Source: an optimization exercise on an open RTL-to-GDS flow (aim: small area, a short achievable clock period and few clock cycles per item). Production flows keep margins and buffers that such runs may drop.
Function was checked by simulation only, so behaviour that the tests miss may differ from the original.

**design/flow/run.sh**
```bash
#!/bin/bash
# synth_recipe.tcl (not shown) runs the flow's synth.tcl, then flattens the netlist and writes it again
# the make line also repeats each setting of config.mk as NAME=value (left out here)
make -C /OpenROAD-flow-scripts/flow DESIGN_CONFIG=/design/flow/config.mk WORK_HOME=/design/flow/orfs CLKGATE_MAP_FILE= SYNTH_SCRIPT=/design/flow/synth_recipe.tcl finish
```
**design/flow/design.v**
```verilog
module BCD_16Bit
(
	input [15:0]bits_in,
	output [3:0]uni,
	output [3:0]dec,
	output [3:0]cen,
	output [3:0]thou,
	output [3:0]thou2
);
	function automatic [3:0] add3(input [3:0] i);
		add3[3] = i[3] | (i[2] & (i[1] | i[0]));
		add3[2] = (i[3] & i[0]) | (i[2] & ~i[1] & ~i[0]);
		add3[1] = (i[3] & ~i[0]) | (~i[2] & i[1]) | (i[1] & i[0]);
		add3[0] = (i[3] & ~i[0]) | (~i[3] & ~i[2] & i[0]) | (i[2] & i[1] & ~i[0]);
	endfunction
	logic [19:0] s;
	integer k;
	always_comb begin
		s = 20'd0;
		for (k = 14; k >= 0; k = k - 1) begin
			if (s[3:0]   >= 0) s[3:0]   = add3(s[3:0]);
			if (s[7:4]   >= 0) s[7:4]   = add3(s[7:4]);
			if (s[11:8]  >= 0) s[11:8]  = add3(s[11:8]);
			if (s[15:12] >= 0) s[15:12] = add3(s[15:12]);
			s = {s[18:0], bits_in[k]};
		end
	end
	assign uni = s[3:0];
	assign dec = s[7:4];
	assign cen = s[11:8];
	assign thou = s[15:12];
	assign thou2 = s[19:16];
endmodule
module SegmentDisplay
(
	input [3:0]value,
	output [6:0]Seg_Result
);
	logic [6:0] seg;
	always_comb begin
		case (value)
			4'd0: seg = 7'h40;
			4'd1: seg = 7'h79;
			4'd2: seg = 7'h24;
			4'd3: seg = 7'h30;
			4'd4: seg = 7'h19;
			4'd5: seg = 7'h12;
			4'd6: seg = 7'h02;
			4'd7: seg = 7'h78;
			4'd8: seg = 7'h00;
			default: seg = 7'h10;
		endcase
	end
	assign Seg_Result = seg;
endmodule
module Seq_Multiplier
(
	input [7:0] multiplier,
	input [7:0] multiplicand,
	output [14:0] product,
	output signBit
);
	wire sa = multiplier[7];
	wire sb = multiplicand[7];
	wire [6:0] a1 = multiplier[6:0] ^ {7{sa}};
	wire [6:0] b1 = multiplicand[6:0] ^ {7{sb}};
	wire pp_0_0 = a1[0] & b1[0];
	wire pp_0_1 = a1[0] & b1[1];
	wire pp_0_2 = a1[0] & b1[2];
	wire pp_0_3 = a1[0] & b1[3];
	wire pp_0_4 = a1[0] & b1[4];
	wire pp_0_5 = a1[0] & b1[5];
	wire pp_0_6 = a1[0] & b1[6];
	wire pp_1_0 = a1[1] & b1[0];
	wire pp_1_1 = a1[1] & b1[1];
	wire pp_1_2 = a1[1] & b1[2];
	wire pp_1_3 = a1[1] & b1[3];
	wire pp_1_4 = a1[1] & b1[4];
	wire pp_1_5 = a1[1] & b1[5];
	wire pp_1_6 = a1[1] & b1[6];
	wire pp_2_0 = a1[2] & b1[0];
	wire pp_2_1 = a1[2] & b1[1];
	wire pp_2_2 = a1[2] & b1[2];
	wire pp_2_3 = a1[2] & b1[3];
	wire pp_2_4 = a1[2] & b1[4];
	wire pp_2_5 = a1[2] & b1[5];
	wire pp_2_6 = a1[2] & b1[6];
	wire pp_3_0 = a1[3] & b1[0];
	wire pp_3_1 = a1[3] & b1[1];
	wire pp_3_2 = a1[3] & b1[2];
	wire pp_3_3 = a1[3] & b1[3];
	wire pp_3_4 = a1[3] & b1[4];
	wire pp_3_5 = a1[3] & b1[5];
	wire pp_3_6 = a1[3] & b1[6];
	wire pp_4_0 = a1[4] & b1[0];
	wire pp_4_1 = a1[4] & b1[1];
	wire pp_4_2 = a1[4] & b1[2];
	wire pp_4_3 = a1[4] & b1[3];
	wire pp_4_4 = a1[4] & b1[4];
	wire pp_4_5 = a1[4] & b1[5];
	wire pp_4_6 = a1[4] & b1[6];
	wire pp_5_0 = a1[5] & b1[0];
	wire pp_5_1 = a1[5] & b1[1];
	wire pp_5_2 = a1[5] & b1[2];
	wire pp_5_3 = a1[5] & b1[3];
	wire pp_5_4 = a1[5] & b1[4];
	wire pp_5_5 = a1[5] & b1[5];
	wire pp_5_6 = a1[5] & b1[6];
	wire pp_6_0 = a1[6] & b1[0];
	wire pp_6_1 = a1[6] & b1[1];
	wire pp_6_2 = a1[6] & b1[2];
	wire pp_6_3 = a1[6] & b1[3];
	wire pp_6_4 = a1[6] & b1[4];
	wire pp_6_5 = a1[6] & b1[5];
	wire pp_6_6 = a1[6] & b1[6];
	wire sb1_0 = sa & b1[0];
	wire sa1_0 = sb & a1[0];
	wire sb1_1 = sa & b1[1];
	wire sa1_1 = sb & a1[1];
	wire sb1_2 = sa & b1[2];
	wire sa1_2 = sb & a1[2];
	wire sb1_3 = sa & b1[3];
	wire sa1_3 = sb & a1[3];
	wire sb1_4 = sa & b1[4];
	wire sa1_4 = sb & a1[4];
	wire sb1_5 = sa & b1[5];
	wire sa1_5 = sb & a1[5];
	wire sb1_6 = sa & b1[6];
	wire sa1_6 = sb & a1[6];
	wire ss = sa & sb;
	wire hs0 = pp_0_4 ^ pp_1_3;
	wire hc0 = pp_0_4 & pp_1_3;
	wire fs1 = pp_0_5 ^ pp_1_4 ^ pp_2_3;
	wire fc1 = (pp_0_5 & pp_1_4) | (pp_0_5 & pp_2_3) | (pp_1_4 & pp_2_3);
	wire hs2 = pp_3_2 ^ pp_4_1;
	wire hc2 = pp_3_2 & pp_4_1;
	wire fs3 = pp_0_6 ^ pp_1_5 ^ pp_2_4;
	wire fc3 = (pp_0_6 & pp_1_5) | (pp_0_6 & pp_2_4) | (pp_1_5 & pp_2_4);
	wire fs4 = pp_3_3 ^ pp_4_2 ^ pp_5_1;
	wire fc4 = (pp_3_3 & pp_4_2) | (pp_3_3 & pp_5_1) | (pp_4_2 & pp_5_1);
	wire hs5 = pp_6_0 ^ sb1_6;
	wire hc5 = pp_6_0 & sb1_6;
	wire fs6 = pp_1_6 ^ pp_2_5 ^ pp_3_4;
	wire fc6 = (pp_1_6 & pp_2_5) | (pp_1_6 & pp_3_4) | (pp_2_5 & pp_3_4);
	wire hs7 = pp_4_3 ^ pp_5_2;
	wire hc7 = pp_4_3 & pp_5_2;
	wire hs8 = pp_2_6 ^ pp_3_5;
	wire hc8 = pp_2_6 & pp_3_5;
	wire hs9 = pp_0_2 ^ pp_1_1;
	wire hc9 = pp_0_2 & pp_1_1;
	wire fs10 = pp_0_3 ^ pp_1_2 ^ pp_2_1;
	wire fc10 = (pp_0_3 & pp_1_2) | (pp_0_3 & pp_2_1) | (pp_1_2 & pp_2_1);
	wire hs11 = pp_3_0 ^ sb1_3;
	wire hc11 = pp_3_0 & sb1_3;
	wire fs12 = hs0 ^ pp_2_2 ^ pp_3_1;
	wire fc12 = (hs0 & pp_2_2) | (hs0 & pp_3_1) | (pp_2_2 & pp_3_1);
	wire fs13 = pp_4_0 ^ sb1_4 ^ sa1_4;
	wire fc13 = (pp_4_0 & sb1_4) | (pp_4_0 & sa1_4) | (sb1_4 & sa1_4);
	wire fs14 = hc0 ^ fs1 ^ hs2;
	wire fc14 = (hc0 & fs1) | (hc0 & hs2) | (fs1 & hs2);
	wire fs15 = pp_5_0 ^ sb1_5 ^ sa1_5;
	wire fc15 = (pp_5_0 & sb1_5) | (pp_5_0 & sa1_5) | (sb1_5 & sa1_5);
	wire fs16 = fc1 ^ hc2 ^ fs3;
	wire fc16 = (fc1 & hc2) | (fc1 & fs3) | (hc2 & fs3);
	wire fs17 = fs4 ^ hs5 ^ sa1_6;
	wire fc17 = (fs4 & hs5) | (fs4 & sa1_6) | (hs5 & sa1_6);
	wire fs18 = fc3 ^ fc4 ^ hc5;
	wire fc18 = (fc3 & fc4) | (fc3 & hc5) | (fc4 & hc5);
	wire fs19 = fs6 ^ hs7 ^ pp_6_1;
	wire fc19 = (fs6 & hs7) | (fs6 & pp_6_1) | (hs7 & pp_6_1);
	wire fs20 = fc6 ^ hc7 ^ hs8;
	wire fc20 = (fc6 & hc7) | (fc6 & hs8) | (hc7 & hs8);
	wire fs21 = pp_4_4 ^ pp_5_3 ^ pp_6_2;
	wire fc21 = (pp_4_4 & pp_5_3) | (pp_4_4 & pp_6_2) | (pp_5_3 & pp_6_2);
	wire fs22 = hc8 ^ pp_3_6 ^ pp_4_5;
	wire fc22 = (hc8 & pp_3_6) | (hc8 & pp_4_5) | (pp_3_6 & pp_4_5);
	wire hs23 = pp_5_4 ^ pp_6_3;
	wire hc23 = pp_5_4 & pp_6_3;
	wire hs24 = pp_4_6 ^ pp_5_5;
	wire hc24 = pp_4_6 & pp_5_5;
	wire hs25 = pp_0_0 ^ sb1_0;
	wire hc25 = pp_0_0 & sb1_0;
	wire fs26 = pp_0_1 ^ pp_1_0 ^ sb1_1;
	wire fc26 = (pp_0_1 & pp_1_0) | (pp_0_1 & sb1_1) | (pp_1_0 & sb1_1);
	wire fs27 = hs9 ^ pp_2_0 ^ sb1_2;
	wire fc27 = (hs9 & pp_2_0) | (hs9 & sb1_2) | (pp_2_0 & sb1_2);
	wire fs28 = hc9 ^ fs10 ^ hs11;
	wire fc28 = (hc9 & fs10) | (hc9 & hs11) | (fs10 & hs11);
	wire fs29 = fc10 ^ hc11 ^ fs12;
	wire fc29 = (fc10 & hc11) | (fc10 & fs12) | (hc11 & fs12);
	wire fs30 = fc12 ^ fc13 ^ fs14;
	wire fc30 = (fc12 & fc13) | (fc12 & fs14) | (fc13 & fs14);
	wire fs31 = fc14 ^ fc15 ^ fs16;
	wire fc31 = (fc14 & fc15) | (fc14 & fs16) | (fc15 & fs16);
	wire fs32 = fc16 ^ fc17 ^ fs18;
	wire fc32 = (fc16 & fc17) | (fc16 & fs18) | (fc17 & fs18);
	wire fs33 = fc18 ^ fc19 ^ fs20;
	wire fc33 = (fc18 & fc19) | (fc18 & fs20) | (fc19 & fs20);
	wire fs34 = fc20 ^ fc21 ^ fs22;
	wire fc34 = (fc20 & fc21) | (fc20 & fs22) | (fc21 & fs22);
	wire fs35 = fc22 ^ hc23 ^ hs24;
	wire fc35 = (fc22 & hc23) | (fc22 & hs24) | (hc23 & hs24);
	wire hs36 = hc24 ^ pp_5_6;
	wire hc36 = hc24 & pp_5_6;
	wire hs37 = hs25 ^ sa1_0;
	wire hc37 = hs25 & sa1_0;
	wire fs38 = hc25 ^ fs26 ^ sa1_1;
	wire fc38 = (hc25 & fs26) | (hc25 & sa1_1) | (fs26 & sa1_1);
	wire fs39 = fc26 ^ fs27 ^ sa1_2;
	wire fc39 = (fc26 & fs27) | (fc26 & sa1_2) | (fs27 & sa1_2);
	wire fs40 = fc27 ^ fs28 ^ sa1_3;
	wire fc40 = (fc27 & fs28) | (fc27 & sa1_3) | (fs28 & sa1_3);
	wire fs41 = fc28 ^ fs29 ^ fs13;
	wire fc41 = (fc28 & fs29) | (fc28 & fs13) | (fs29 & fs13);
	wire fs42 = fc29 ^ fs30 ^ fs15;
	wire fc42 = (fc29 & fs30) | (fc29 & fs15) | (fs30 & fs15);
	wire fs43 = fc30 ^ fs31 ^ fs17;
	wire fc43 = (fc30 & fs31) | (fc30 & fs17) | (fs31 & fs17);
	wire fs44 = fc31 ^ fs32 ^ fs19;
	wire fc44 = (fc31 & fs32) | (fc31 & fs19) | (fs32 & fs19);
	wire fs45 = fc32 ^ fs33 ^ fs21;
	wire fc45 = (fc32 & fs33) | (fc32 & fs21) | (fs33 & fs21);
	wire fs46 = fc33 ^ fs34 ^ hs23;
	wire fc46 = (fc33 & fs34) | (fc33 & hs23) | (fs34 & hs23);
	wire fs47 = fc34 ^ fs35 ^ pp_6_4;
	wire fc47 = (fc34 & fs35) | (fc34 & pp_6_4) | (fs35 & pp_6_4);
	wire fs48 = fc35 ^ hs36 ^ pp_6_5;
	wire fc48 = (fc35 & hs36) | (fc35 & pp_6_5) | (hs36 & pp_6_5);
	wire hs49 = hc36 ^ pp_6_6;
	wire hc49 = hc36 & pp_6_6;
	wire [14:0] rx = {1'b0, hc49, fc48, fc47, fc46, fc45, fc44, fc43, fc42, fc41, fc40, fc39, fc38, hc37, hs37};
	wire [14:0] ry = {1'b0, 1'b0, hs49, fs48, fs47, fs46, fs45, fs44, fs43, fs42, fs41, fs40, fs39, fs38, ss};
	assign product = rx + ry;
	assign signBit = (sa & ~sb & |multiplicand) | (sb & ~sa & |multiplier);
endmodule
module Practica_1
#(
	parameter NBits = 8,
	parameter N2Bits = NBits*2
)
(
	input clk,
	input reset,
	input start,
	input [NBits-1:0] multiplier,
	input [NBits-1:0] multiplicand,
	output [6:0]uni_Seg_out,
	output [6:0]dec_Seg_out,
	output [6:0]cen_Seg_out,
	output [6:0]thou_Seg_out,
	output [6:0]thou2_Seg_out,
	output [6:0]sign_Seg_out,
	output ready
);
wire [14:0] prod;
wire minus;
Seq_Multiplier SM1 (.multiplier(multiplier), .multiplicand(multiplicand), .product(prod), .signBit(minus));
logic [14:0] prod_q;
logic minus_q;
logic ready_q;
always_ff @(posedge clk) begin
	prod_q <= prod;
	minus_q <= minus;
end
always_ff @(posedge clk, negedge reset) begin
	if (!reset) ready_q <= 1'b0;
	else ready_q <= start;
end
wire [3:0] uni, dec, cen, thou, thou2;
BCD_16Bit BCD1 (.bits_in({1'b0, prod_q}), .uni(uni), .dec(dec), .cen(cen), .thou(thou), .thou2(thou2));
SegmentDisplay SD0 (.value(uni),   .Seg_Result(uni_Seg_out));
SegmentDisplay SD1 (.value(dec),   .Seg_Result(dec_Seg_out));
SegmentDisplay SD2 (.value(cen),   .Seg_Result(cen_Seg_out));
SegmentDisplay SD3 (.value(thou),  .Seg_Result(thou_Seg_out));
SegmentDisplay SD4 (.value(thou2), .Seg_Result(thou2_Seg_out));
assign sign_Seg_out = minus_q ? 7'h3F : 7'h7F;
assign ready = ready_q;
endmodule
```
**design/flow/config.mk**
```make
export PLATFORM = sky130hd
export DESIGN_NAME = Practica_1
export DESIGN_NICKNAME = Practica_1
export VERILOG_FILES = /design/flow/design.v
export SDC_FILE = /design/flow/constraint.sdc
export NUM_CORES = 4
export LEC_CHECK = 0
export ABC_AREA = 1
export CAP_MARGIN = 20
export CORE_MARGIN = 2
export CORE_UTILIZATION = 40
export SETUP_SLACK_MARGIN = 5
export SLEW_MARGIN = 20
```
**design/flow/constraint.sdc**
```tcl
create_clock -name core_clock -period 12.0 [get_ports {clk}]
set_input_delay 2.4000 -clock core_clock [delete_from_list [all_inputs] [get_ports {clk}]]
set_output_delay 2.4000 -clock core_clock [all_outputs]
set_load 0.01 [all_outputs]
```
==> results of run 1 <==
[worst max path at each step]
| stage | slack (ps) | from | to |
|---|---|---|---|
| after CTS | 4770 | prod_q[12] | thou_Seg_out[3] |
| after floorplan | 5060 | multiplicand[7] | prod_q[13] |
| final | 5220 | prod_q[12] | dec_Seg_out[0] |
| after global routing | 4800 | prod_q[12] | cen_Seg_out[5] |
| after global placement | 4250 | multiplicand[7] | prod_q[13] |
| after detailed placement | 4120 | multiplicand[7] | prod_q[13] |
[layer usage]
| layer | GRT usage [%] | vias up | share of wire [%] |
|---|---|---|---|
| li1 | - | 3122 | - |
| met1 | 20.1 | 2554 | 46 |
| met2 | 28.2 | 68 | 50 |
| met3 | 0.824 | 10 | 2.2 |
| met4 | 2.95 | 0 | 1.1 |
| met5 | 0 | - | 0 |
[timing repair]
| item | in CTS | in global routing |
|---|---|---|
| gates resized for setup | 46 | 233 |
| pin swaps | 4 | 66 |
| buffers inserted | 1 | 24 |
| setup endpoints to repair | 34 | 38 |
[cell families (layout without fill, tap and decap cells)]
group	Yosys count	after routing
compound gates	59	59
fa+ha+maj	89	89
simple gates	608	608
flops	17	17
buf+inv	185	256
xor+xnor	23	23
other cells	2	7
[final cells by class]
cell class,instances,area share [%]
inverters,173,8.94
flip-flops and latches,17,4.84
clock buffers,3,1.01
repair buffers,79,8.97
multi-input cells,786,73.1
clock inverters,1,0.0672
well taps,180,3.02
[sequential cells by signal, indices dropped and copies added (netlist names)]
name	flops
prod_q	15
ready_q	1
minus_q	1
[through the flow]
stage          cell area, um2  setup slack [ps]  hold slack [ps]  instances
2_1_floorplan            5790              5060             2100        988
3_3_place_gp             6480              4250             2550       1210
3_5_place_dp             6480              4120             2550       1210
4_1_cts                  6630              4770             2280       1215
5_1_grt                  7450              4800             2280       1239
6_report                 7450              5220             2280       1239
[worst max-delay path, delay by kind of cell (launching register included)]
family / cells / cell delay (ps)
flip-flops: 1 / 370
AO/OA/AOI/OAI: 2 / 200
adder cells (fa/ha/maj): 1 / 200
AND/OR/NAND/NOR: 28 / 2500
buffers and inverters: 8 / 840
[cell usage in the layout (no fill, tap or decap), types with 12 or more instances in the layout]
cell type | netlist | layout
nand2_1 | 313 | 229
inv_1 | 132 | 125
nand2_2 | 52 | 123
nor2_1 | 123 | 109
nand3_1 | 61 | 47
ha_1 | 51 | 46
inv_2 | 40 | 42
fa_1 | 38 | 38
buf_4 | 7 | 26
nor2_4 | 8 | 21
nor2_2 | 18 | 19
nand2_4 | 7 | 19
nand3_2 | 8 | 18
clkdlybuf4s50_1 | 0 | 18
a21oi_1 | 24 | 16
dfxtp_1 | 16 | 12
==> metrics.cfg, run 1 <==
[run_status]
outcome=complete, no violations

[floorplanning]
ios=62
core_area_um2=14000
die_area_um2=15400
die_h_um=124
die_w_um=124
initial_core_util_pct=41.2
rows=43

[sta]
timing.setup.tns_ps=0
min_period_over_period_pct=56.5
tightest_slew_ps=677
drv_slew=0
rsz0062_at_grt=yes
fmax_mhz=148
slew-limit-headroom_pct=54.5
hold_viol_final=0
fin_crit_ps=6780
setup_viol=0

[synth]
synthDistinctLibCells=35
syn_area_um2=5770
synthSimpleGateAreaFrac_pct=47.6
ys_seq_area_share_pct=5.99
synthTopCellsByArea=nand2_1 20%, fa_1 13%, ha_1 11%
syn-instance-count=983
synth_common_cells=313 x nand2_1, 132 x inv_1, 123 x nor2_1
async_reset_ff_share_pct=5.88
yosys.area_share.adder_pct=24.3
synth_xor_area_share_pct=3.49
synth_mux_area_share_pct=0
synth_seq_cells=17
yosysMostFrequentCell=nand2_1
synth-edff-count=0
synth_top_family_by_area=simple AND/OR/NAND/NOR gates
yosys_warnings=3
synth_area_leader_cell=nand2_1
avgSynthCellArea_um2=5.87
synth_compound_area_share_pct=6.01
synth_ff_type=dfxtp_1
synth_top_cell_area_share_pct=20.4

[routing]
drtAntennaViolNets=0
wl_um=12200
viasPerCell=4.64
drt_first_pass_iters=4
vias=5754
drt_iter0_drc=145
drc=0
wl_per_cell_um=9.85

[clocking]
cts.sinks=17
tritoncts=done
cts_buffers=3
ctsHoldBuffers=0
h-tree-depth=1
cts_root_buf=clkbuf_16
clock_path_buffers=2
clk_pin_slew_ps=60

[global_route]
grt_max_degree=12
grt_pass1_wl_um=20400
grt_pass1_vias=5110
grt.total_usage_pct=15.4
antenna_found_initial=0
grt_overflow=0

[placed_design]
place_hpwl_um=9700
routabilityCongestion=0.821
portBuffers=54

[critical_path]
cpPeakStageDelay_ps=370
worstPathRequired_ps=9600
critPathMaxFanout=5
startpoint_type=register
worstSetupPathType=reg -> out
cp_slowest_cell=dfxtp_4
cpMostUsedCell=nand2_2
crit_arrival_ps=4380
end_kind=primary output

[finish]
finalNetCount=1168
diodes=0
n_fill_cell=1477
multi_input_area_um2=5450
layout-drive-gt1-share_pct=32.9
syn_to_final_growth_pct=29.1
seq_area_um2=360
fin_util_pct=53.2

[run]
maxCapViolations=0

[hold_path]
hp-class=in -> async

Testbench counts, summed over its fixed seeds: cycles 16,000, items 8,000.
==> run 2: changes to the inputs <==
--- a/design/flow/config.mk
+++ b/design/flow/config.mk
@@ -5,7 +5,8 @@
 export SDC_FILE = /design/flow/constraint.sdc
 export NUM_CORES = 4
 export LEC_CHECK = 0
-export ABC_AREA = 1
+export ABC_AREA = 0
+export ABC_CLOCK_PERIOD_IN_PS = 5000
 export CAP_MARGIN = 20
 export CORE_MARGIN = 2
 export CORE_UTILIZATION = 40
==> metrics.cfg, run 2 <==
[clocking]
clock_path_buffers=2  ; unchanged
cts_root_buf=clkbuf_16
cts.sinks=17  ; unchanged
clk_pin_slew_ps=50  ; about the same
cts_buffers=3  ; unchanged
tritoncts=done
h-tree-depth=1  ; unchanged
ctsHoldBuffers=0  ; unchanged

[global_route]
antenna_found_initial=0  ; unchanged
grt_max_degree=39  ; +27
grt_pass1_wl_um=39600  ; +94%
grt.total_usage_pct=23.0  ; +7.5 points
grt_overflow=0  ; unchanged
grt_pass1_vias=8318  ; +63%

[finish]
multi_input_area_um2=7980  ; +46%
final_cell_mix=132 x buf_4, 108 x nor2_1, 67 x nand2_1
largest_reg_flops=15  ; unchanged
layout_commonest_cell=buf_4
layout-drive-gt1-share_pct=39.6  ; +6.8 points
finalNetCount=1310  ; +12%
design_area_um2=11000  ; +48%
diodes=0  ; unchanged
seq_area_um2=369  ; +2.4%
n_fill_cell=1590  ; +7.7%
syn_to_final_growth_pct=45.3
reg_top3=prod_q: 15 flops, minus_q: 1 flops, ready_q: 1 flops
regMostFlops=prod_q
fin_util_pct=59.0  ; +5.8 points

[routing]
drtAntennaViolNets=0  ; unchanged
viasPerCell=6.07  ; +31%
drt_iter0_drc=754  ; +420%
drc=0  ; unchanged
wl_um=24600  ; +100%
vias=8714  ; +51%
drt_first_pass_iters=5  ; +1
wl_per_cell_um=17.2  ; +74%

[synth]
synth_xor_area_share_pct=4.28  ; +0.79 points
avgSynthCellArea_um2=7.32  ; +25%
synthTopCellsByArea=fa_1 10%, ha_1 8.4%, nor2_1 6.2%
syn_area_um2=7570  ; +31%
syn-instance-count=1035  ; +5.3%
synth_seq_cells=17  ; unchanged
synth_ff_type=dfxtp_1
synth_compound_area_share_pct=34.6  ; +29 points
yosys.area_share.adder_pct=19.0  ; -5.3 points
synth-edff-count=0  ; unchanged
synth_common_cells=126 x nor2_1, 75 x nand2_1, 74 x inv_1
yosysMostFrequentCell=nor2_1
synth_top_cell_area_share_pct=10.0  ; -10 points
synthDistinctLibCells=123  ; +250%
synth_mux_area_share_pct=2.59  ; +2.6 points
ys_seq_area_share_pct=4.56  ; -1.4 points
async_reset_ff_share_pct=5.88  ; unchanged
synth_top_family_by_area=compound AO/OA/AOI/OAI gates
synth_area_leader_cell=fa_1
synthSimpleGateAreaFrac_pct=26.0  ; -22 points
yosys_warnings=3  ; unchanged

[placed_design]
place_hpwl_um=14600  ; +50%
place_area_um2=8130  ; +25%
routabilityCongestion=0.898  ; +9.4%
dp_slack_ps=2880  ; -1240 ps
portBuffers=54  ; unchanged

[floorplanning]
initial_core_util_pct=40.6  ; -0.60 points
core_area_um2=18600  ; +33%
die_h_um=142  ; +14%
die_area_um2=20000  ; +30%
die_w_um=142  ; +14%
rows=50  ; +16%
ios=62  ; unchanged

[sta]
tightest_slew_ps=823  ; +146 ps
drv_slew=0  ; unchanged
fmax_mhz=126  ; -15%
fin_crit_ps=7950  ; +1180 ps
min_period_over_period_pct=66.3  ; +9.8 points
timing.setup.tns_ps=0  ; unchanged
setup_viol=0  ; unchanged
slew-limit-headroom_pct=45.1  ; -9.4 points
hold_viol_final=0  ; unchanged
layout_setup_ws_ps=4050  ; -1180 ps
rsz0062_at_grt=yes

[run]
maxCapViolations=0  ; unchanged

[run_status]
outcome=complete, no violations

[critical_path]
worstSetupPathType=reg -> out
end_kind=primary output
worstPathRequired_ps=9600  ; about the same
startpoint_type=register
crit_arrival_ps=5550  ; +1170 ps
critPathMaxFanout=11  ; +6

[hold_path]
hp-class=in -> async

## run 2: changes by cell type after synthesis, sizes merged, moves of 20 or more
cell	delta
nand2	-294
a211oi	+21
clkbuf	+29
inv	-99
a21oi	+39
nor2b	+20
nand3	-46
buf	+31
and2	+20
nor3	+23
o21ai	+39
## run 2: how the worst max path moves through the flow
| stage | start | endpoint | cells after the start |
|---|---|---|---|
| floorplan | prod_q[9] | cen_Seg_out[3] | 21 |
| global placement | prod_q[12] | cen_Seg_out[3] | 20 |
| detailed placement | prod_q[12] | cen_Seg_out[3] | 20 |
| CTS | prod_q[14] | cen_Seg_out[3] | 25 |
| global route | prod_q[14] | cen_Seg_out[3] | 24 |
| finish | prod_q[14] | cen_Seg_out[3] | 24 |
## run 2: routing by layer
metal,wire length [um],vias up,GRT usage (%)
met3,1050,69,1.38
li1,-,4124,-
met1,10400,4159,29.7
met5,0,-,0
met4,692,0,7.74
met2,12500,362,40.8
## run 2: cell families (layout without fill, tap and decap cells)
logic type,after synthesis,in the layout
other cells,2,7
buf+inv,148,306
compound gates,343,345
simple gates,376,377
fa+ha+maj,93,93
flops,17,17
xor+xnor,37,37
mux,19,19
## run 2: area by class of cell
class                   count  share of cell area, %
multi-input cells         878                   72.5
repair buffers            226                   18.1
flip-flops and latches     17                   3.35
inverters                  76                   2.69
well taps                 234                   2.66
clock buffers               4                  0.716
## run 2: per-stage QoR
stage	hold slack, ps	cells
final	2290	1435
after global routing	2300	1435
after CTS	2280	1387
after detailed placement	2550	1262
after global placement	2550	1262
after floorplan	2100	1040
## run 2: worst max-delay path: stages (launching register included)
cell      delay, ps
dfxtp_4         380
buf_12          110
buf_16          120
and4bb_2        240
a211oi_4        270
and2_4          240
o211ai_1        110
buf_4           180
buf_4           140
o21a_1          190
o211a_1         270
and2_4          210
a211o_4         350
a41oi_2         230
nor2_1           80
or4b_4          540
and2_4          190
nand2_4          50
and4_1          180
a21oi_2          40
o21a_1          130
ha_1            270
or4_4           510
a21oi_2         120
buf_2           130
## run 2: repair_timing
item | 4_1_cts | 5_1_grt
setup buffers | 115 | 47
endpoints found under the hold margin | 0 | 0
pin swaps | 93 | 50
resized for setup | 327 | 141
gates cloned | 6 | 1
setup endpoints to repair | 40 | 37
==> run 3: changes to the inputs <==
==> design/flow/flow/run.sh (new file) <==
#!/bin/bash
set -euo pipefail
bash standard.sh SETUP_SLACK_MARGIN=6.0 finish > flow_make.log 2>&1
==> design/flow/standard.sh (new file) <==
#!/bin/bash
# synth_recipe.tcl (not shown) runs the flow's synth.tcl, then flattens the netlist and writes it again
# the make line also repeats each setting of config.mk as NAME=value (left out here)
make -C /OpenROAD-flow-scripts/flow DESIGN_CONFIG=/design/flow/config.mk WORK_HOME=/design/flow/orfs CLKGATE_MAP_FILE= SYNTH_SCRIPT=/design/flow/synth_recipe.tcl "${@:-finish}"
--- a/design/flow/config.mk
+++ b/design/flow/config.mk
@@ -5,8 +5,7 @@
 export SDC_FILE = /design/flow/constraint.sdc
 export NUM_CORES = 4
 export LEC_CHECK = 0
-export ABC_AREA = 0
-export ABC_CLOCK_PERIOD_IN_PS = 5000
+export ABC_AREA = 1
 export CAP_MARGIN = 20
 export CORE_MARGIN = 2
 export CORE_UTILIZATION = 40
removed: design/flow/run.sh
==> metrics.cfg, run 3 <==
[routing]
drt-met1-wl_um=6400  ; -39%
wl_per_cell_um=11.7  ; -32%
wl_um=15500  ; -37%
top_layer=met4
drt_iter0_drc=182  ; -76%
dr_wl_met2_um=8580  ; -31%
met3_wirelength_um=338  ; -68%
drc=0  ; unchanged
vias=6398  ; -27%
drt_first_pass_iters=6  ; +1
viasPerCell=4.83  ; -21%
drtAntennaViolNets=0  ; unchanged

[synth]
avgSynthCellArea_um2=5.87  ; -20%
synth_area_leader_cell=nand2_1
async_reset_ff_share_pct=5.88  ; unchanged
synthDistinctLibCells=35  ; -72%
ys_seq_area_share_pct=5.99  ; +1.4 points
yosys_warnings=3  ; unchanged
synth-edff-count=0  ; unchanged
synth_ff_type=dfxtp_1
synthTopCellsByArea=nand2_1 20%, fa_1 13%, ha_1 11%
syn_area_um2=5770  ; -24%
syn-instance-count=983  ; -5.0%
synth_seq_cells=17  ; unchanged
yosysMostFrequentCell=nand2_1
synth_top_cell_area_share_pct=20.4  ; +10 points
synth_common_cells=313 x nand2_1, 132 x inv_1, 123 x nor2_1

[critical_path]
crit_arrival_ps=4440  ; -1110 ps
worstSetupPathType=reg -> out
cpMostUsedCell=nand2_4
cp_slowest_cell=dfxtp_4
end_kind=primary output
worstPathRequired_ps=9600  ; about the same
cpPeakStageDelay_ps=390  ; -150 ps
critPathMaxFanout=8  ; -3
startpoint_type=register

[finish]
layout_commonest_cell=nand2_1
reg_top3=prod_q: 15 flops, minus_q: 1 flops, ready_q: 1 flops
n_fill_cell=1161  ; -27%
fin_util_pct=68.1  ; +9.1 points
syn_to_final_growth_pct=65.3
fin_cells=1326  ; -7.6%
finalNetCount=1255  ; -4.2%
layout-drive-gt1-share_pct=55.7  ; +16 points
diodes=0  ; unchanged
largest_reg_flops=15  ; unchanged
regMostFlops=prod_q
final_cell_mix=156 x nand2_1, 132 x nand2_2, 102 x inv_1

[global_route]
grt_pass1_vias=5717  ; -31%
grt_pass1_wl_um=23300  ; -41%
grt.total_usage_pct=17.8  ; -5.2 points
antenna_found_initial=0  ; unchanged
grt_overflow=0  ; unchanged
grt_max_degree=10  ; -74%

[sta]
fin_crit_ps=6840  ; -1120 ps
fmax_mhz=146  ; +16%
hold_viol_final=0  ; unchanged
timing.setup.tns_ps=0  ; unchanged
rsz0062_at_grt=yes
holdWs_ps=2280  ; -9.91 ps
setup_viol=0  ; unchanged
drv_slew=0  ; unchanged
min_period_over_period_pct=57.0  ; -9.3 points

[clocking]
clock_path_buffers=2  ; unchanged
clk_pin_slew_ps=50  ; about the same
tritoncts=done
ctsHoldBuffers=0  ; unchanged
h-tree-depth=1  ; unchanged
cts_root_buf=clkbuf_16
cts_buffers=3  ; unchanged
cts.sinks=17  ; unchanged

[floorplanning]
core_area_um2=14000  ; -25%
die_h_um=124  ; -12%
rows=43  ; -14%
die_w_um=124  ; -12%
initial_core_util_pct=41.2  ; +0.60 points
die_area_um2=15400  ; -23%
ios=62  ; unchanged

[placed_design]
routabilityCongestion=0.810  ; -9.9%
placed_cells=1210  ; -4.1%
place_hpwl_um=9880  ; -32%
portBuffers=54  ; unchanged

[run_status]
outcome=complete, no violations

[run]
maxCapViolations=0  ; unchanged

[hold_path]
hp-class=in -> async

## run 3: cell types whose count changed in the layout (fill, tap and decap cells not counted), moves of 19 or more
cell     change
inv_1       +36
nand2_2    +125
buf_4       -51
nand2_4     +72
o21ai_0     -30
nand2_1     +89
nor2b_1     -19
nor2_1      -28
nor2_4      +30
nand3_2     +22
inv_2       +47
a21oi_1     -33
## run 3: worst paths after layout
check / start / cells past startpoint / endpoint
max: prod_q[14] / 40 / thou_Seg_out[6]
min: reset / 1 / ready_q
max in group asynchronous: reset / 1 / ready_q
min in group core_clock: multiplier[1] / 4 / minus_q
## run 3: layer usage
layer  GRT usage, %  vias to the layer above
li1               -                     3297
met1           22.0                     2991
met2           33.8                       95
met3           1.05                       15
met4           3.65                        0
met5              0                        -
## run 3: cells by family (layout without fill, tap and decap cells)
kind of cell | Yosys count | count (layout) | share of synthesized area, %
simple gates | 608 | 608 | 47.6
buf+inv | 185 | 343 | 12.5
fa+ha+maj | 89 | 89 | 24.3
compound gates | 59 | 59 | 6.01
xor+xnor | 23 | 23 | 3.49
flops | 17 | 17 | 5.99
other cells | 2 | 7 | 0.130
## run 3: repair_timing
action,in CTS,in global routing
setup buffers,70,42
pin swaps,141,198
setup endpoints to repair,46,39
resized for setup,397,325
## run 3: critical path: cells and delay by family (launching register included)
kind | cells | cell delay [ps]
simple gates | 28 | 2540
flops | 1 | 390
compound gates | 1 | 240
buf+inv | 11 | 1030
## run 3: layout make-up
| class | count | area, um2 | share of cell area (%) |
|---|---|---|---|
| Clock buffer | 4 | 78.8 | 0.827 |
| Inverter | 173 | 707 | 7.42 |
| Multi-Input combinational cell | 786 | 6720 | 70.5 |
| Sequential cell | 17 | 360 | 3.78 |
| Tap cell | 180 | 225 | 2.36 |
| Timing Repair Buffer | 166 | 1440 | 15.1 |
## run 3: per-stage QoR
stage,setup slack (ps),area [um2]
after floorplan,5510,5970
after CTS,5230,8000
after global placement,4190,6640
after global routing,4860,9530
final,5160,9530
after detailed placement,4030,6640
==> run 4: changes to the inputs <==
==> design/flow/flow/run.sh (replaced) <==
#!/bin/bash
set -euo pipefail
bash standard.sh SETUP_SLACK_MARGIN=6.5 finish > flow_make.log 2>&1
==> metrics.cfg, run 4 <==
[run_status]
outcome=complete, no violations

[finish]
finalNetCount=1238  ; -1.4%
seq_area_um2=360  ; unchanged
n_fill_cell=1185  ; +2.1%
reg_top3=prod_q: 15 flops, minus_q: 1 flops, ready_q: 1 flops
syn_to_final_growth_pct=59.3
regMostFlops=prod_q
layout_commonest_cell=nand2_1
diodes=0  ; unchanged
final_cell_mix=158 x nand2_1, 135 x nand2_2, 110 x inv_1
layout-drive-gt1-share_pct=53.8  ; -1.9 points
largest_reg_flops=15  ; unchanged
fin_util_pct=65.7  ; -2.5 points
design_area_um2=9190  ; -3.6%
multi_input_area_um2=6560  ; -2.3%

[floorplanning]
ios=62  ; unchanged
die_h_um=124  ; unchanged
die_w_um=124  ; unchanged
initial_core_util_pct=41.2  ; unchanged
die_area_um2=15400  ; unchanged
core_area_um2=14000  ; unchanged
rows=43  ; unchanged

[synth]
yosys_warnings=3  ; unchanged
synth_ff_type=dfxtp_1
synth_top_cell_area_share_pct=20.4  ; unchanged
synthDistinctLibCells=35  ; unchanged
synth-edff-count=0  ; unchanged
syn_area_um2=5770  ; unchanged
ys_seq_area_share_pct=5.99  ; unchanged
syn-instance-count=983  ; unchanged
avgSynthCellArea_um2=5.87  ; unchanged
synth_common_cells=313 x nand2_1, 132 x inv_1, 123 x nor2_1
async_reset_ff_share_pct=5.88  ; unchanged
synth_area_leader_cell=nand2_1
yosysMostFrequentCell=nand2_1
synthTopCellsByArea=nand2_1 20%, fa_1 13%, ha_1 11%
synth_seq_cells=17  ; unchanged

[critical_path]
cpPeakStageDelay_ps=400  ; about the same
cp_slowest_cell=dfxtp_4
worstPathRequired_ps=9600  ; about the same
critPathMaxFanout=8  ; unchanged
startpoint_type=register
worstSetupPathType=reg -> out
cpMostUsedCell=nand2_4
end_kind=primary output
crit_arrival_ps=4450  ; about the same

[run]
maxCapViolations=0  ; unchanged

[sta]
drv_slew=0  ; unchanged
fmax_mhz=146  ; -0.18%
min_period_over_period_pct=57.1  ; +0.10 points
setup_viol=0  ; unchanged
fin_crit_ps=6850  ; +12.3 ps
rsz0062_at_grt=yes
timing.setup.tns_ps=0  ; unchanged
hold_viol_final=0  ; unchanged
holdWs_ps=2290  ; +0.290 ps

[routing]
wl_per_cell_um=11.5  ; -1.3%
drc=0  ; unchanged
drt_first_pass_iters=4  ; -2
wl_um=15100  ; -2.5%
viasPerCell=4.76  ; -1.3%
vias=6237  ; -2.5%
drtAntennaViolNets=0  ; unchanged
drt_iter0_drc=214  ; +18%

[clocking]
tritoncts=done
clk_pin_slew_ps=50  ; about the same
cts_buffers=3  ; unchanged
h-tree-depth=1  ; unchanged
ctsHoldBuffers=0  ; unchanged
cts_root_buf=clkbuf_16
cts.sinks=17  ; unchanged
clock_path_buffers=2  ; unchanged

[global_route]
grt_pass1_vias=5704  ; -0.23%
grt_max_degree=12  ; +2
grt_pass1_wl_um=23200  ; -0.68%
grt_overflow=0  ; unchanged
antenna_found_initial=0  ; unchanged
grt.total_usage_pct=17.6  ; -0.20 points

[placed_design]
place_hpwl_um=9790  ; -0.91%
portBuffers=54  ; unchanged
routabilityCongestion=0.811  ; +0.15%
place_area_um2=6680  ; +0.57%

[hold_path]
hp-class=in -> async

==> run 4: final cells by class <==
class | instances | area share (%)
sequential | 17 | 3.92
timing repair buffer | 149 | 13.5
clock buffer | 4 | 0.858
multi-input combinational | 786 | 71.5
inverter | 173 | 7.78
tap | 180 | 2.45
==> run 4: logic make-up (layout without fill, tap and decap cells) <==
kind of cell | Yosys count | after routing | synth area share, %
AOI/OAI and AO/OA | 59 | 59 | 6.01
xor gates and xnor gates | 23 | 23 | 3.49
adders and majority gates | 89 | 89 | 24.3
buffers and inverters | 185 | 326 | 12.5
DFF | 17 | 17 | 5.99
other | 2 | 7 | 0.130
and+or+nand+nor | 608 | 608 | 47.6
==> run 4: worst paths after layout <==
path	startpoint	end	cells past startpoint
max in group asynchronous	reset	ready_q	1
min in group core_clock	multiplier[7]	minus_q	3
min	reset	ready_q	1
max	prod_q[12]	thou_Seg_out[6]	41
==> run 4: worst max-delay path, delay by kind of cell, from the launching register on <==
family	cells	cell delay [ps]
buffers and inverters	10	1070
DFF	1	400
and+or+nand+nor	31	2680
==> run 4: routing by layer <==
layer | GRT usage, % | up-vias | wire length, um
met5 | 0 | - | 0
met2 | 34.1 | 85 | 8380
li1 | - | 3264 | -
met4 | 3.93 | 0 | 156
met3 | 0.824 | 12 | 293
met1 | 21.3 | 2876 | 6260
==> run 4: through the flow <==
stage               setup slack [ps]  instances
floorplan                       5510        988
global placement                4190       1210
detailed placement              4140       1210
CTS                             5260       1274
global route                    4850       1309
finish                          5150       1309
==> run 4: repair_timing <==
item	CTS	global route
endpoints found under the hold margin	0	0
resized for setup	281	377
cloned	0	1
setup buffers	60	34
endpoints found under the setup margin	48	45
pin swaps	124	168
==> run 5: changes to the inputs <==
==> design/flow/flow/run.sh (replaced) <==
#!/bin/bash
# The standard layout (standard.sh), with two changes:
#  - synthesis maps logic with flow/abc_custom.script (see flow/my_synth.tcl);
#  - port buffers are sky130_fd_sc_hd__buf_2 cells.
# make's output goes to flow_make.log here; each tool's full log is under orfs/logs.
set -euo pipefail
bash standard.sh "SYNTH_SCRIPT=$PWD/flow/my_synth.tcl" \
  "BUFFER_PORTS_ARGS=-buffer_cell sky130_fd_sc_hd__buf_2" finish > flow_make.log 2>&1
==> design/flow/flow/abc_custom.script (new file) <==
strash
dch
map -a
topo
stime -c
buffer -c
upsize -c
dnsize -c
==> design/flow/flow/my_synth.tcl (new file) <==
# The standard synthesis (synth_recipe.tcl), with one change: the ABC
# technology-mapping call uses the script named by abc_custom.script next to
# this file instead of ORFS's abc_area/abc_speed script.  Registers, their
# names and cell types come from the same steps as the standard synthesis.
set ::custom_abc_script [file join [file dirname [file normalize [info script]]] abc_custom.script]
proc abc {args} {
  set i [lsearch -exact $args -script]
  if {$i >= 0} { lset args [expr {$i + 1}] $::custom_abc_script }
  puts "custom abc: $args"
  yosys abc {*}$args
}
proc synth {args} { yosys synth -nofsm -noshare {*}$args }
source $::env(SCRIPTS_DIR)/synth.tcl
# left out here: clear keep_hierarchy, flatten, clean up, hide names made inside functions, write 1_2_yosys.v
==> metrics.cfg, run 5 <==
[critical_path]
crit_arrival_ps=5210  ; +760 ps
startpoint_type=register
worstSetupPathType=reg -> out
end_kind=primary output
cpPeakStageDelay_ps=330  ; -70 ps
cp_slowest_cell=dfxtp_2
cpMostUsedCell=inv_2
worstPathRequired_ps=9600  ; about the same
critPathMaxFanout=5  ; -3

[routing]
wl_per_cell_um=11.2  ; -2.9%
top_layer=met4
drc=0  ; unchanged
drt_iter0_drc=137  ; -36%
drt_first_pass_iters=4  ; unchanged
dr_wl_met2_um=6160  ; -27%
vias=4854  ; -22%
drt-met1-wl_um=5050  ; -19%
viasPerCell=4.72  ; -1.0%
wl_um=11500  ; -24%
drtAntennaViolNets=0  ; unchanged
met3_wirelength_um=189  ; -35%

[floorplanning]
die_h_um=116  ; -6.6%
core_area_um2=12100  ; -13%
ios=62  ; unchanged
die_w_um=116  ; -6.6%
initial_core_util_pct=41.3  ; +0.13 points
die_area_um2=13400  ; -13%
rows=40  ; -7.0%

[sta]
hold_viol_final=0  ; unchanged
slew-limit-headroom_pct=49.1
fmax_mhz=131  ; -10%
holdWs_ps=1910  ; -371 ps
timing.setup.tns_ps=0  ; unchanged
setup_viol=0  ; unchanged
drv_slew=0  ; unchanged
rsz0062_at_grt=yes
tightest_slew_ps=758
min_period_over_period_pct=63.4  ; +6.3 points
fin_crit_ps=7610  ; +757 ps

[clocking]
cts_root_buf=clkbuf_16
cts_buffers=3  ; unchanged
clock_path_buffers=2  ; unchanged
cts.sinks=17  ; unchanged
clk_pin_slew_ps=50  ; about the same
tritoncts=done
h-tree-depth=1  ; unchanged

[finish]
diodes=0  ; unchanged
fin_cells=1029  ; -21%
syn_to_final_growth_pct=41.5
layout_commonest_cell=nor2_1
regMostFlops=prod_q
layout-drive-gt1-share_pct=47.7  ; -6.0 points
largest_reg_flops=15  ; unchanged
final_cell_mix=104 x nor2_1, 101 x inv_1, 78 x inv_2
finalNetCount=970  ; -22%
fin_util_pct=58.5  ; -7.2 points
reg_top3=prod_q: 15 flops, minus_q: 1 flops, ready_q: 1 flops
n_fill_cell=1064  ; -10%

[global_route]
grt_pass1_vias=4597  ; -19%
grt.total_usage_pct=16.7  ; -0.88 points
grt_max_degree=11  ; -1
antenna_found_initial=0  ; unchanged
grt_pass1_wl_um=19100  ; -18%
grt_overflow=0  ; unchanged

[run_status]
outcome=complete, no violations

[placed_design]
placed_cells=960  ; -21%
place_hpwl_um=7800  ; -20%
routabilityCongestion=0.766  ; -5.6%
portBuffers=54  ; unchanged

[synth]
synth-edff-count=0  ; unchanged
synth_seq_cells=17  ; unchanged
yosysMostFrequentCell=nor2_1
avgSynthCellArea_um2=6.65  ; +13%
yosys_warnings=3  ; unchanged
syn_area_um2=5010  ; -13%
ys_seq_area_share_pct=6.90  ; +0.91 points
synthTopCellsByArea=fa_1 15%, ha_1 13%, nor2_1 11%
synth_area_leader_cell=fa_1
synth_top_cell_area_share_pct=15.2  ; -5.2 points
synth_common_cells=143 x nor2_1, 119 x inv_1, 72 x nand2_1
async_reset_ff_share_pct=5.88  ; unchanged
synthDistinctLibCells=47  ; +34%
synth_ff_type=dfxtp_1
syn-instance-count=753  ; -23%

[hold_path]
hp-class=in -> async

[run]
maxCapViolations=0  ; unchanged

## run 5: cell types whose count changed after synthesis, moves of 13 or more
cell     delta
nand2_1   -241
inv_1      -13
o22ai_2    +13
nand3_1    -40
nand2_2    -47
o21ai_1    +15
inv_2      +22
nor2_1     +20
a21oi_1    +15
## run 5: worst paths after layout
path                            start  slack, ps             end  cells after the start
setup / recovery           prod_q[14]       4390  dec_Seg_out[4]                     40
hold / removal                  reset       1910         ready_q                      1
max in group asynchronous       reset      10000         ready_q                      1
min in group core_clock         start       2250         ready_q                      1
## run 5: cells by family after synthesis
kind of cell	Yosys count	synth area share [%]
xor+xnor	21	3.67
flops	17	6.90
fa+ha+maj	89	27.9
compound gates	149	22.4
simple gates	271	23.1
buf+inv	204	15.8
other cells	2	0.150
## run 5: area by class of cell
type / instances / area, um2 / share of cell area (%)
Tap cell: 168 / 210 / 2.97
Timing Repair Buffer: 118 / 813 / 11.5
Inverter: 184 / 704 / 9.94
Clock buffer: 4 / 78.8 / 1.11
Sequential cell: 17 / 348 / 4.91
Multi-Input combinational cell: 538 / 4930 / 69.6
## run 5: per-stage QoR
| step | setup WS (ps) | area [um2] |
|---|---|---|
| detailed placement | 4540 | 5410 |
| global placement | 4560 | 5410 |
| finish | 4390 | 7080 |
| CTS | 4530 | 6550 |
| global route | 3980 | 7080 |
| floorplan | 5060 | 5030 |
## run 5: critical path, delay by kind of cell, from the launching register on
kind	cells	cell delay, ps
compound gates	14	2190
buf+inv	15	1450
simple gates	10	790
flops	1	330
fa+ha+maj	1	180
## run 5: per-layer routing
| layer | GRT usage, % | up-vias |
|---|---|---|
| met1 | 20.2 | 2234 |
| met2 | 32.4 | 58 |
| met3 | 0.575 | 6 |
| met4 | 4.44 | 0 |
| li1 | - | 2556 |
| met5 | 0 | - |
## run 5: timing repair
item / CTS / global route
setup buffers: 46 / 18
hold buffers: 0 / 0
endpoints found under the setup margin: 35 / 38
gates resized for setup: 163 / 81
pin swaps: 46 / 42
hold endpoints to repair: 0 / 0
gates cloned: 1 / 0
==> run 6: changes to the inputs <==
--- a/design/flow/config.mk
+++ b/design/flow/config.mk
@@ -9,5 +9,4 @@
 export CAP_MARGIN = 20
 export CORE_MARGIN = 2
 export CORE_UTILIZATION = 40
-export SETUP_SLACK_MARGIN = 5
 export SLEW_MARGIN = 20
==> metrics.cfg, run 6 <==
[critical_path]
worstPathRequired_ps=9600  ; about the same
end_kind=primary output
worstSetupPathType=reg -> out
crit_arrival_ps=5290  ; +80 ps
startpoint_type=register
critPathMaxFanout=5  ; unchanged
cpMostUsedCell=nor2_1
cp_slowest_cell=dfxtp_1
cpPeakStageDelay_ps=350  ; +20 ps

[clocking]
tritoncts=done
cts.sinks=17  ; unchanged
clk_pin_slew_ps=50  ; about the same
h-tree-depth=1  ; unchanged
cts_root_buf=clkbuf_16
post_cts_buffers=0  ; -100%
cts_buffers=3  ; unchanged
ctsHoldBuffers=0  ; unchanged
clock_path_buffers=2  ; unchanged
post_cts_resized=0  ; -100%

[routing]
drt_first_pass_iters=4  ; unchanged
drtAntennaViolNets=0  ; unchanged
vias=4401  ; -9.3%
drt_iter0_drc=112  ; -18%
viasPerCell=4.57  ; -3.2%
wl_um=8680  ; -25%
drc=0  ; unchanged
wl_per_cell_um=9.00  ; -20%

[floorplanning]
die_w_um=116  ; unchanged
ios=62  ; unchanged
rows=40  ; unchanged
core_area_um2=12100  ; unchanged
die_area_um2=13400  ; unchanged
die_h_um=116  ; unchanged
initial_core_util_pct=41.3  ; unchanged

[global_route]
antenna_found_initial=0  ; unchanged
grt_max_degree=11  ; unchanged
grt_overflow=0  ; unchanged
grt_pass1_wl_um=16000  ; -16%
grt.total_usage_pct=13.7  ; -3.1 points
grt_pass1_vias=4101  ; -11%

[synth]
synth_ff_type=dfxtp_1
synth_common_cells=143 x nor2_1, 119 x inv_1, 72 x nand2_1
synth-edff-count=0  ; unchanged
synth_area_leader_cell=fa_1
syn-instance-count=753  ; unchanged
async_reset_ff_share_pct=5.88  ; unchanged
syn_area_um2=5010  ; unchanged
yosysMostFrequentCell=nor2_1
ys_seq_area_share_pct=6.90  ; unchanged
synth_top_cell_area_share_pct=15.2  ; unchanged
synth_seq_cells=17  ; unchanged
yosys_warnings=3  ; unchanged
synthDistinctLibCells=47  ; unchanged
avgSynthCellArea_um2=6.65  ; unchanged
synthTopCellsByArea=fa_1 15%, ha_1 13%, nor2_1 11%

[finish]
reg_top3=prod_q: 15 flops, minus_q: 1 flops, ready_q: 1 flops
largest_reg_flops=15  ; unchanged
layout_commonest_cell=nor2_1
n_fill_cell=1286  ; +21%
syn_to_final_growth_pct=9.52
layout-drive-gt1-share_pct=24.0  ; -24 points
final_cell_mix=143 x nor2_1, 119 x inv_1, 72 x nand2_1
diodes=0  ; unchanged
finalNetCount=905  ; -6.7%
regMostFlops=prod_q
fin_cells=964  ; -6.3%

[placed_design]
routabilityCongestion=0.785  ; +2.5%
place_hpwl_um=7690  ; -1.3%
portBuffers=54  ; unchanged
placed_cells=960  ; unchanged

[run]
maxCapViolations=0  ; unchanged

[hold_path]
hp-class=in -> async

[sta]
setup_viol=0  ; unchanged
fmax_mhz=130  ; -1.1%
min_period_over_period_pct=64.1  ; +0.72 points
timing.setup.tns_ps=0  ; unchanged
rsz0062_at_grt=no
hold_viol_final=0  ; unchanged
tightest_slew_ps=789  ; +30.9 ps
fin_crit_ps=7690  ; +86.3 ps
slew-limit-headroom_pct=47.0  ; -2.1 points
holdWs_ps=1920  ; +4.32 ps
drv_slew=0  ; unchanged

[run_status]
outcome=complete, no violations

==> run 6: area by class of cell <==
type | count | area [um2] | share of cell area [%]
Multi-Input combinational cell | 537 | 3890 | 70.9
Inverter | 184 | 691 | 12.6
Sequential cell | 17 | 345 | 6.30
Timing Repair Buffer | 54 | 270 | 4.93
Tap cell | 168 | 210 | 3.83
Clock buffer | 4 | 78.8 | 1.44
==> run 6: per-stage QoR <==
stage | setup WS (ps) | util (%) | cell area (um2)
finish | 4310 | 45.3 | 5480
global route | 3490 | 45.3 | 5480
CTS | 4270 | 45.3 | 5480
detailed placement | 4510 | 44.6 | 5410
global placement | 4540 | 44.6 | 5410
floorplan | 4760 | - | 5030
==> run 6: final timing paths <==
path                            start              to  slack (ps)  cells past startpoint
max in group asynchronous       reset         ready_q       10000                      1
min                             reset         ready_q        1920                      1
min in group core_clock         start         ready_q        2260                      1
max                        prod_q[14]  cen_Seg_out[6]        4310                     37
==> run 6: metal layers <==
layer	global-route usage, %	vias up	wire, um
li1	-	2427	-
met3	0.523	4	172
met1	18.0	1919	4420
met5	0	-	0
met2	24.9	51	4020
met4	3.02	0	70
==> run 6: worst max-delay path, delay by kind of cell (launching register included) <==
kind,cells,cell delay [ps]
buf+inv,9,740
compound gates,12,1870
simple gates,15,1880
fa+ha+maj,1,200
flops,1,350
==> run 6: cells by family (layout without fill, tap and decap cells) <==
| kind of cell | after synthesis | after routing | share of synthesized area, % |
|---|---|---|---|
| simple gates | 271 | 271 | 23.1 |
| buf+inv | 204 | 242 | 15.8 |
| compound gates | 149 | 149 | 22.4 |
| fa+ha+maj | 89 | 89 | 27.9 |
| xor+xnor | 21 | 21 | 3.67 |
| flops | 17 | 17 | 6.90 |
| other cells | 2 | 7 | 0.150 |
==> run 7: changes to the inputs <==
--- a/design/flow/config.mk
+++ b/design/flow/config.mk
@@ -8,5 +8,7 @@
 export ABC_AREA = 1
 export CAP_MARGIN = 20
 export CORE_MARGIN = 2
-export CORE_UTILIZATION = 40
+export CORE_UTILIZATION = 70
+export CTS_BUF_LIST = sky130_fd_sc_hd__clkbuf_4
+export PLACE_DENSITY = 0.8
 export SLEW_MARGIN = 20
==> metrics.cfg, run 7 <==
[critical_path]
worstSetupPathType=reg -> out
cp_slowest_cell=dfxtp_1
cpMostUsedCell=nor2_1
startpoint_type=register
cp_top_family=simple AND/OR/NAND/NOR gates
worstPathRequired_ps=9600  ; about the same
crit_buf_inv=9  ; unchanged
critPathMaxFanout=5  ; unchanged
end_kind=primary output
cpPeakStageDelay_ps=360  ; about the same
crit_arrival_ps=5490  ; +200 ps

[synth]
avgSynthCellArea_um2=6.65  ; unchanged
yosys_warnings=3  ; unchanged
synthTopCellsByArea=fa_1 15%, ha_1 13%, nor2_1 11%
synth_top_cell_area_share_pct=15.2  ; unchanged
synth-edff-count=0  ; unchanged
yosysMostFrequentCell=nor2_1
syn_area_um2=5010  ; unchanged
synth_area_leader_cell=fa_1
syn-instance-count=753  ; unchanged
ys_seq_area_share_pct=6.90  ; unchanged
synth_seq_cells=17  ; unchanged
synthDistinctLibCells=47  ; unchanged
synth_ff_type=dfxtp_1
synth_common_cells=143 x nor2_1, 119 x inv_1, 72 x nand2_1
async_reset_ff_share_pct=5.88  ; unchanged

[routing]
drc=0  ; unchanged
wl_per_cell_um=11.0  ; +22%
drtAntennaViolNets=0  ; unchanged
viasPerCell=5.25  ; +15%
vias=4687  ; +6.5%
drt_first_pass_iters=4  ; unchanged
wl_um=9830  ; +13%
drt_iter0_drc=127  ; +13%

[sta]
slew-limit-headroom_pct=46.8  ; -0.17 points
drv_slew=0  ; unchanged
tightest_slew_ps=792  ; +2.51 ps
timing.setup.tns_ps=0  ; unchanged
holdWs_ps=1860  ; -61.9 ps
min_period_over_period_pct=65.7  ; +1.6 points
fmax_mhz=127  ; -2.5%
rsz0062_at_grt=no
fin_crit_ps=7890  ; +195 ps
hold_viol_final=0  ; unchanged
setup_viol=0  ; unchanged

[clocking]
cts_buffers=3  ; unchanged
clk_pin_slew_ps=90  ; +40 ps
ctsHoldBuffers=0  ; unchanged
clock_path_buffers=2  ; unchanged
post_cts_resized=0  ; unchanged
post_cts_buffers=0  ; unchanged
cts_root_buf=clkbuf_4
h-tree-depth=1  ; unchanged
tritoncts=done
cts.sinks=17  ; unchanged

[finish]
syn_to_final_growth_pct=6.75
largest_reg_flops=15  ; unchanged
finalNetCount=905  ; unchanged
regMostFlops=prod_q
layout_commonest_cell=nor2_1
layout-drive-gt1-share_pct=24.1  ; +0.13 points
design_area_um2=5350  ; -2.5%
n_fill_cell=544  ; -58%
reg_top3=prod_q: 15 flops, minus_q: 1 flops, ready_q: 1 flops
diodes=0  ; unchanged
final_cell_mix=143 x nor2_1, 119 x inv_1, 72 x nand2_1

[hold_path]
hp-class=in -> async

[placed_design]
place_area_um2=5320  ; -1.7%
place_hpwl_um=8530  ; +11%
routabilityCongestion=0.920  ; +17%
portBuffers=54  ; unchanged

[global_route]
grt_overflow=0  ; unchanged
grt_pass1_vias=4325  ; +5.5%
grt_max_degree=11  ; unchanged
grt.total_usage_pct=25.9  ; +12 points
gr-usage-met3_pct=1.49  ; +0.97 points
grt_use_met1_pct=27.7  ; +9.8 points
grt_pass1_wl_um=16800  ; +5.0%
grt-busiest-layer=met2
use_met2_pct=54.0  ; +29 points
antenna_found_initial=0  ; unchanged

[floorplanning]
core_area_um2=6870  ; -43%
initial_core_util_pct=72.9  ; +32 points
rows=30  ; -25%
die_w_um=88.6  ; -24%
die_h_um=88.6  ; -24%
die_area_um2=7850  ; -42%
ios=62  ; unchanged

[run_status]
outcome=complete, no violations

[run]
maxCapViolations=0  ; unchanged

## run 7: cell counts after synthesis
Identical to the previous run, type by type.
## run 7: metal layers
| layer | wire length, um | part of all wire, % |
|---|---|---|
| met1 | 4110 | 42 |
| met2 | 5320 | 54 |
| met3 | 289 | 2.9 |
| met4 | 113 | 1.1 |
| met5 | 0 | 0 |
## run 7: cell type report
cell class | count | area [um2] | share of cell area, %
timing repair buffer | 54 | 270 | 5.06
multi-input combinational | 537 | 3890 | 72.8
tap | 96 | 120 | 2.25
inverter | 184 | 691 | 12.9
clock buffer | 4 | 30.0 | 0.562
sequential | 17 | 345 | 6.46
## run 7: final timing paths
path	depth (start not counted)	end	startpoint	slack, ps
worst max-delay path	37	cen_Seg_out[5]	prod_q[14]	4110
worst min-delay path	1	ready_q	reset	1860
max in group asynchronous	1	ready_q	reset	10060
min in group core_clock	1	ready_q	start	2210
## run 7: logic make-up after synthesis
family                   Yosys count  share of synthesized area, %
AO/OA/AOI/OAI                    149                          22.4
XOR/XNOR                          21                          3.67
adder cells (fa/ha/maj)           89                          27.9
buffers and inverters            204                          15.8
flip-flops                        17                          6.90
other                              2                         0.150
AND/OR/NAND/NOR                  271                          23.1
## run 7: per-stage QoR
| step | worst slack [ps] | utilization (%) | instances |
|---|---|---|---|
| after floorplan | 4760 | - | 758 |
| after global placement | 4610 | 77.4 | 888 |
| after detailed placement | 4430 | 77.4 | 888 |
| after CTS | 4100 | 77.8 | 892 |
| after global routing | 3430 | 77.8 | 892 |
| final | 4110 | 77.8 | 892 |

## port drivers added, routing unchanged
The results above use ideal ports. As a check the final layouts listed here were re-extracted and re-timed, cells and wires unchanged.
Step 1 assumes that a clkbuf_16 drives the clock port and a buf_2 every other input.
Step 2, shift: input delay + t, output delay - t, t = (earliest + latest rising clock arrival at the registers) / 2. This alone moves slack from input paths to output paths.
a / b / c = ideal / step 1 / step 2; a / b = the first two.
| run | t, ns | setup WS [ns] | hold slack, ns |
|---|---|---|---|
| run 1 | 0.289 | 5.225 / 5.191 / 4.971 | 2.281 / 2.268 / 2.557 |
| run 2 | 0.286 | 4.047 / 4.011 / 4.297 | 2.295 / 2.282 / 2.568 |
| run 3 | 0.288 | 5.163 / 5.128 / 5.344 | 2.285 / 2.272 / 2.560 |
| run 4 | 0.283 | 5.151 / 5.118 / 5.369 | 2.285 / 2.279 / 2.562 |
| run 5 | 0.284 | 4.393 / 4.357 / 4.641 | 1.914 / 1.898 / 2.182 |
| run 6 | 0.279 | 4.307 / 4.274 / 4.517 | 1.918 / 1.905 / 2.184 |
| run 7 | 0.324 | 4.112 / 4.087 / 4.411 | 1.856 / 1.854 / 2.178 |
After both steps every run listed still meets setup and hold. The setup slack of run 1, which loses most, moves by -0.034 ns with the drivers and by -0.254 ns with both steps.
